This design comes from an exercise in tuning for small area, a short achievable clock period and few clock cycles on the open sky130 flow, not from production work.
Only simulation tests tie the RTL to the original design; equivalence was not proved.
Power is estimated from default activity; no workload was simulated.

==> 08-23 <==
// CPU_top
module CPU_top(
    input clk,
    input reset,
    output [29:0] imem_waddr,
    input [31:0] imem_rdata,
    output dmem_en,
    output [3:0] dmem_we,
    output [29:0] dmem_waddr,
    output [31:0] dmem_wdata,
    input [31:0] dmem_rdata,
    input [4:0] dbg_addr,
    output [31:0] dbg_data
    );
clock: 10.5 ns
lec_check: 0
abc_area: 1
cap_margin: 30
core_margin: 2
core_utilization: 40
cts_cluster_diameter: 80
cts_cluster_size: 18
setup_slack_margin: 4
slew_margin: 30
standard.sh (not shown) runs the stock make flow with config.mk's settings and CLKGATE_MAP_FILE= SYNTH_SCRIPT=/design/flow/synth_recipe.tcl, a recipe that flattens the netlist after the stock synthesis.
==> flow/flow/run.sh <==
#!/bin/bash
set -euo pipefail
export BUFFER_PORTS_ARGS="-buffer_cell sky130_fd_sc_hd__buf_4"
bash standard.sh > standard.log 2>&1
==> 12-07 (differences from 08-23) <==
--- a/flow/design.v
+++ b/flow/design.v
@@ -52,29 +52,16 @@
             assign sel1[i] = ra1 == i;
             assign sel2[i] = ra2 == i;
             assign sel3[i] = ra3 == i;
             assign t1[i] = t1[i-1] | ({32{sel1[i]}} & regs[i]);
             assign t2[i] = t2[i-1] | ({32{sel2[i]}} & regs[i]);
+            assign t3[i] = t3[i-1] | ({32{sel3[i]}} & regs[i]);
         end
     endgenerate
     assign rd1 = t1[31];
     assign rd2 = t2[31];
-    wire [31:0] r [0:31];
-    assign r[0] = 32'd0;
-    wire [31:0] grp [0:7];
-    wire [31:0] acc [0:8];
-    assign acc[0] = 32'd0;
-    generate
-        for (i = 1; i < 32; i = i + 1) begin : rr
-            assign r[i] = regs[i];
-        end
-        for (i = 0; i < 8; i = i + 1) begin : gp
-            assign grp[i] = ra3[1] ? (ra3[0] ? r[4*i+3] : r[4*i+2]) : (ra3[0] ? r[4*i+1] : r[4*i]);
-            assign acc[i+1] = acc[i] | ({32{ra3[4:2] == i}} & grp[i]);
-        end
-    endgenerate
-    assign rd3 = acc[8];
+    assign rd3 = t3[31];
 endmodule
 module ALU(
     input [31:0] a,
     input [31:0] b,
     input [31:0] link,
@@ -114,14 +101,13 @@
     input [31:0] b,
     output eq,
     output lt,
     output ltu
     );
-    wire [32:0] d = {1'b0, a} + {1'b0, ~b} + 33'd1;
     assign eq  = a == b;
-    assign ltu = ~d[32];
-    assign lt  = (a[31] ^ b[31]) ? a[31] : ltu;
+    assign ltu = a < b;
+    assign lt  = $signed(a) < $signed(b);
 endmodule
 module CPU_top(
     input clk,
     input reset,
     output [29:0] imem_waddr,
@@ -177,37 +163,32 @@
     wire [31:0] r2 = (m_we & m2m) ? wdata : rf2;
     wire [31:0] imm_i = {{20{ins[31]}}, ins[31:20]};
     wire [31:0] imm_s = {{20{ins[31]}}, ins[31:25], ins[11:7]};
     wire [31:0] imm_u = {ins[31:12], 12'b0};
     wire [31:0] imm   = (is_lui | is_auipc) ? imm_u : is_store ? imm_s : imm_i;
-    wire [22:0] hi    = pc_d[29:7];
-    wire [22:0] hi_p1 = pc_d[29:7] + 23'd1;
-    wire [22:0] hi_m1 = pc_d[29:7] - 23'd1;
-    wire [22:0] up_c1_s1 = hi,    up_c1_s0 = hi_p1;
-    wire [22:0] up_c0_s1 = hi_m1, up_c0_s0 = hi;
+    wire [18:0] hi    = pc_d[29:11];
+    wire [18:0] hi_p1 = pc_d[29:11] + 19'd1;
+    wire [18:0] hi_m1 = pc_d[29:11] - 19'd1;
     wire [10:0] boff = {ins[31], ins[7], ins[30:25], ins[11:9]};
-    wire bshort = &boff[10:6];                      
-    wire [6:0]  blo;
+    wire [10:0] blo;
     wire        bc;
-    assign {bc, blo} = pc_d[6:0] + boff[6:0];
-    wire [22:0] bup = ({23{bc}} & up_c1_s1) | ({23{~bc}} & up_c0_s1);
-    wire [29:0] btarget = {bup, blo};
-    wire [29:0] btarget_full = pc_d + {{19{boff[10]}}, boff};
+    assign {bc, blo} = pc_d[10:0] + boff;
+    wire [29:0] btarget = {({19{bc}} & hi) | ({19{~bc}} & hi_m1), blo};
+    wire [29:0] btarget_fwd = {({19{bc}} & hi_p1) | ({19{~bc}} & hi), blo};
     wire [18:0] joff = {ins[31], ins[19:12], ins[20], ins[30:22]};
-    wire jshort = (ins[31] & (&joff[17:6])) | (~ins[31] & ~(|joff[17:6]));
-    wire [6:0]  jlo;
+    wire jshort = (ins[31] & (&ins[19:12])) | (~ins[31] & ~(|ins[19:12]));
+    wire [10:0] jlo;
     wire        jc;
-    assign {jc, jlo} = pc_d[6:0] + joff[6:0];
-    wire [22:0] jup1 = ({23{ins[31]}} & up_c1_s1) | ({23{~ins[31]}} & up_c1_s0);
-    wire [22:0] jup0 = ({23{ins[31]}} & up_c0_s1) | ({23{~ins[31]}} & up_c0_s0);
-    wire [22:0] jup  = ({23{jc}} & jup1) | ({23{~jc}} & jup0);
-    wire [29:0] jtarget_s = {jup, jlo};
-    wire pred_b = is_br & bshort;
+    assign {jc, jlo} = pc_d[10:0] + joff[10:0];
+    wire [29:0] jtarget_s = {({19{jc ^~ ins[31]}} & hi) | ({19{jc & ~ins[31]}} & hi_p1) |
+                             ({19{~jc & ins[31]}} & hi_m1), jlo};
+    wire [29:0] jtarget = pc_d + {{11{ins[31]}}, joff};
+    wire pred_b = is_br & ins[31];
     wire pred_j = is_jal & jshort;
     wire pred   = pred_j | pred_b;
     wire jlong  = is_jal & ~jshort;
-    wire [29:0] pc_inc = {(&pc_d[6:0]) ? hi_p1 : hi, pc_d[6:0] + 7'd1};
+    wire [29:0] pc_inc = pc_d + 30'd1;
     wire n_r = ~reset & redirect;
     wire n_s = ~reset & ~redirect & stall;
     wire n_b = ~reset & ~redirect & ~stall & pred_b;
     wire n_j = ~reset & ~redirect & pred_j;
     wire n_i = ~reset & ~redirect & ~stall & ~pred;
@@ -225,14 +206,13 @@
     reg        s_add, s_slt, s_sltu, s_xor, s_or, s_and, s_sll, s_sr, s_link;
     reg        k_eq, k_lt, k_ltu, k_inv;
     reg [1:0]  e_sz;
     reg        e_lu;
     reg        fa, fb, fs;
-    reg        f_ee, f_me, k_lts, k_ltus;
+    reg        f_ee, f_me, f_em;
     wire fa_d = use1 & e_we & m1e;
     wire fb_d = (is_op | is_br) & e_we & m2e;
-    wire swap = is_br & fb_d & ~fa_d;
     wire mv = ~stall & ~redirect;
     always @(posedge clk or posedge reset) begin
         if (reset) begin
             e_we <= 1'b0; e_load <= 1'b0; e_store <= 1'b0; e_br <= 1'b0; e_jalr <= 1'b0; e_jl <= 1'b0;
         end else begin
@@ -247,31 +227,30 @@
     always @(posedge clk) begin
         e_rd   <= rd;
         e_sz   <= f3[1:0];
         e_lu   <= f3[2];
         k_eq   <= ~f3[2];
-        k_lt   <= f3[2] & ~f3[1] & ~swap;
-        k_ltu  <= f3[2] & f3[1] & ~swap;
-        k_lts  <= f3[2] & ~f3[1] & swap;
-        k_ltus <= f3[2] & f3[1] & swap;
-        k_inv  <= f3[0] ^ bshort;
+        k_lt   <= f3[2] & ~f3[1];
+        k_ltu  <= f3[2] & f3[1];
+        k_inv  <= f3[0] ^ ins[31];
         e_sub  <= sub_d;
         e_sra  <= ins[30];
-        s_add  <= alu_op ? f3 == 3'b000 : ~(is_jal | is_jalr);
+        s_add  <= alu_op ? f3 == 3'b000 : ~(pred_j | is_jalr);
         s_slt  <= alu_op & f3 == 3'b010;
         s_sltu <= alu_op & f3 == 3'b011;
         s_xor  <= alu_op & f3 == 3'b100;
         s_or   <= alu_op & f3 == 3'b110;
         s_and  <= alu_op & f3 == 3'b111;
         s_sll  <= alu_op & f3 == 3'b001;
         s_sr   <= alu_op & f3 == 3'b101;
-        s_link <= is_jal | is_jalr;
+        s_link <= pred_j | is_jalr;
         ea <= use1 ? r1 : (is_auipc | jlong) ? {pc_d, 2'b00} : 32'd0;
-        eb <= is_op ? r2 : is_br ? (swap ? r1 : r2) : jlong ? {{11{ins[31]}}, joff, 2'b00} : imm;
-        es <= is_store ? r2 : (is_jal | is_jalr | pred_b) ? {pc_inc, 2'b00} : {btarget_full, 2'b00};
+        eb <= (is_op | is_br) ? r2 : jlong ? 32'd4 : imm;
+        es <= is_store ? r2 : (pred_j | is_jalr | pred_b) ? {pc_inc, 2'b00} : jlong ? {jtarget, 2'b00} : {btarget_fwd, 2'b00};
         f_ee <= ~fa_d & ~fb_d;
-        f_me <= fa_d ^ fb_d;
+        f_me <= fa_d & ~fb_d;
+        f_em <= ~fa_d & fb_d;
         fa <= fa_d;
         fb <= fb_d;
         fs <= is_store & e_we & m2e;
     end
     reg  [31:0] m_res;
@@ -286,20 +265,20 @@
         .res(res)
     );
     wire [31:0] addr_e = ea + eb;
     wire [31:0] addr_m = m_res + eb;
     wire [31:0] addr = fa ? addr_m : addr_e;
-    wire eq_ee, lt_ee, ltu_ee, eq_me, lt_me, ltu_me;
+    wire eq_ee, lt_ee, ltu_ee, eq_me, lt_me, ltu_me, eq_em, lt_em, ltu_em;
     BranchUnit c_ee (.a(ea), .b(eb), .eq(eq_ee), .lt(lt_ee), .ltu(ltu_ee));
     BranchUnit c_me (.a(m_res), .b(eb), .eq(eq_me), .lt(lt_me), .ltu(ltu_me));
-    wire eq  = (f_ee & eq_ee) | (f_me & eq_me) | (fa & fb);
-    wire lt  = (f_ee & lt_ee) | (f_me & lt_me);
-    wire ltu = (f_ee & ltu_ee) | (f_me & ltu_me);
-    wire cond = (k_eq & eq) | (k_lt & lt) | (k_ltu & ltu) |
-                (k_lts & ~lt & ~eq) | (k_ltus & ~ltu & ~eq);
+    BranchUnit c_em (.a(ea), .b(m_res), .eq(eq_em), .lt(lt_em), .ltu(ltu_em));
+    wire eq  = (f_ee & eq_ee) | (f_me & eq_me) | (f_em & eq_em) | (fa & fb);
+    wire lt  = (f_ee & lt_ee) | (f_me & lt_me) | (f_em & lt_em);
+    wire ltu = (f_ee & ltu_ee) | (f_me & ltu_me) | (f_em & ltu_em);
+    wire cond = (k_eq & eq) | (k_lt & lt) | (k_ltu & ltu);
     assign redirect = e_jalr | e_jl | (e_br & (cond ^ k_inv));
-    assign rtarget  = (e_jalr | e_jl) ? addr[31:2] : es[31:2];
+    assign rtarget  = e_jalr ? addr[31:2] : es[31:2];
     wire [3:0]  st_mask;
     wire [31:0] st_data;
     StoreMask SM (.f3(e_sz), .addr(addr[1:0]), .data(se), .mask(st_mask), .wdata(st_data));
     assign dmem_en    = e_load | e_store;
     assign dmem_we    = e_store ? st_mask : 4'd0;
==> flow/config.mk (replaced) <==
export PLATFORM = sky130hd
export DESIGN_NAME = CPU_top
export DESIGN_NICKNAME = CPU_top
export VERILOG_FILES = /design/flow/design.v
export SDC_FILE = /design/flow/constraint.sdc
export NUM_CORES = 4
export LEC_CHECK = 0
export ABC_AREA = 1
export CAP_MARGIN = 20
export CORE_MARGIN = 2
export CORE_UTILIZATION = 40
export SETUP_SLACK_MARGIN = 4
export SLEW_MARGIN = 20
==> qor summary <==
metric                                                                 08-23                          12-07
Number of antenna violations at the first check in global routing         39                             73
Logic inverters                                                         1172                           1238
Hold_ws                                                            0.3827 ns                      0.3358 ns
Async set-or-reset flop fraction in the synthesized netlist           3.177%                         3.180%
Non-filler cells, final                                                12164                          11858
Status                                              timing/DRC/antenna clean     complete, but fails checks
Layout check failures                                                      -  capacitance limit, slew limit
Static Leak                                                         35.20 nW                       36.78 nW
Sequential cell area                                               34080 µm²                      34130 µm²
Final HPWL from detailed placement                                 295500 µm                      348600 µm
R2r setup slk                                                        4.39 ns                        4.33 ns
Largest net degree at the start of global routing                         79                             65
Clock buffer count                                                       113                            169
Final cycle utilization of the critical path                          63.12%                         68.09%
Largest incremental delay on the critical path                       0.77 ns                        0.92 ns
Net Switching                                                       4.531 mW                       4.968 mW
FP Rows                                                                  160                            157
Testbench counts of 08-23, summed over its fixed seeds: cycles 104,565.
Testbench counts of 12-07, summed over its fixed seeds: cycles 104,565.

## re-timing with driven ports
The results above use ideal ports. As a check the final layouts listed here were re-extracted and re-timed, cells and wires unchanged.
Step 1 (the two cells are an assumption about what drives the block):
set clk [get_ports {clk}]
set_driving_cell -lib_cell sky130_fd_sc_hd__clkbuf_16 $clk
set_driving_cell -lib_cell sky130_fd_sc_hd__buf_2 [delete_from_list [all_inputs] $clk]
Step 2 moves the port delays by t, midway between the first and last clock arrival at a register: inputs arrive t later, outputs are due t later. That takes back most of the time a late clock gives input paths.
Three values: ideal, step 1, step 2; two values: the first two.
run	t, ns	setup WS [ns]	latest minus earliest clock arrival (ns)
08-23	0.853	3.872 / 3.695 / 3.106	0.115 / 0.115
12-07	0.927	3.351 / 3.266 / 2.947	0.077 / 0.077
For 08-23, which loses most, drivers alone change the setup slack by -0.177 ns; drivers and shift together by -0.766 ns.
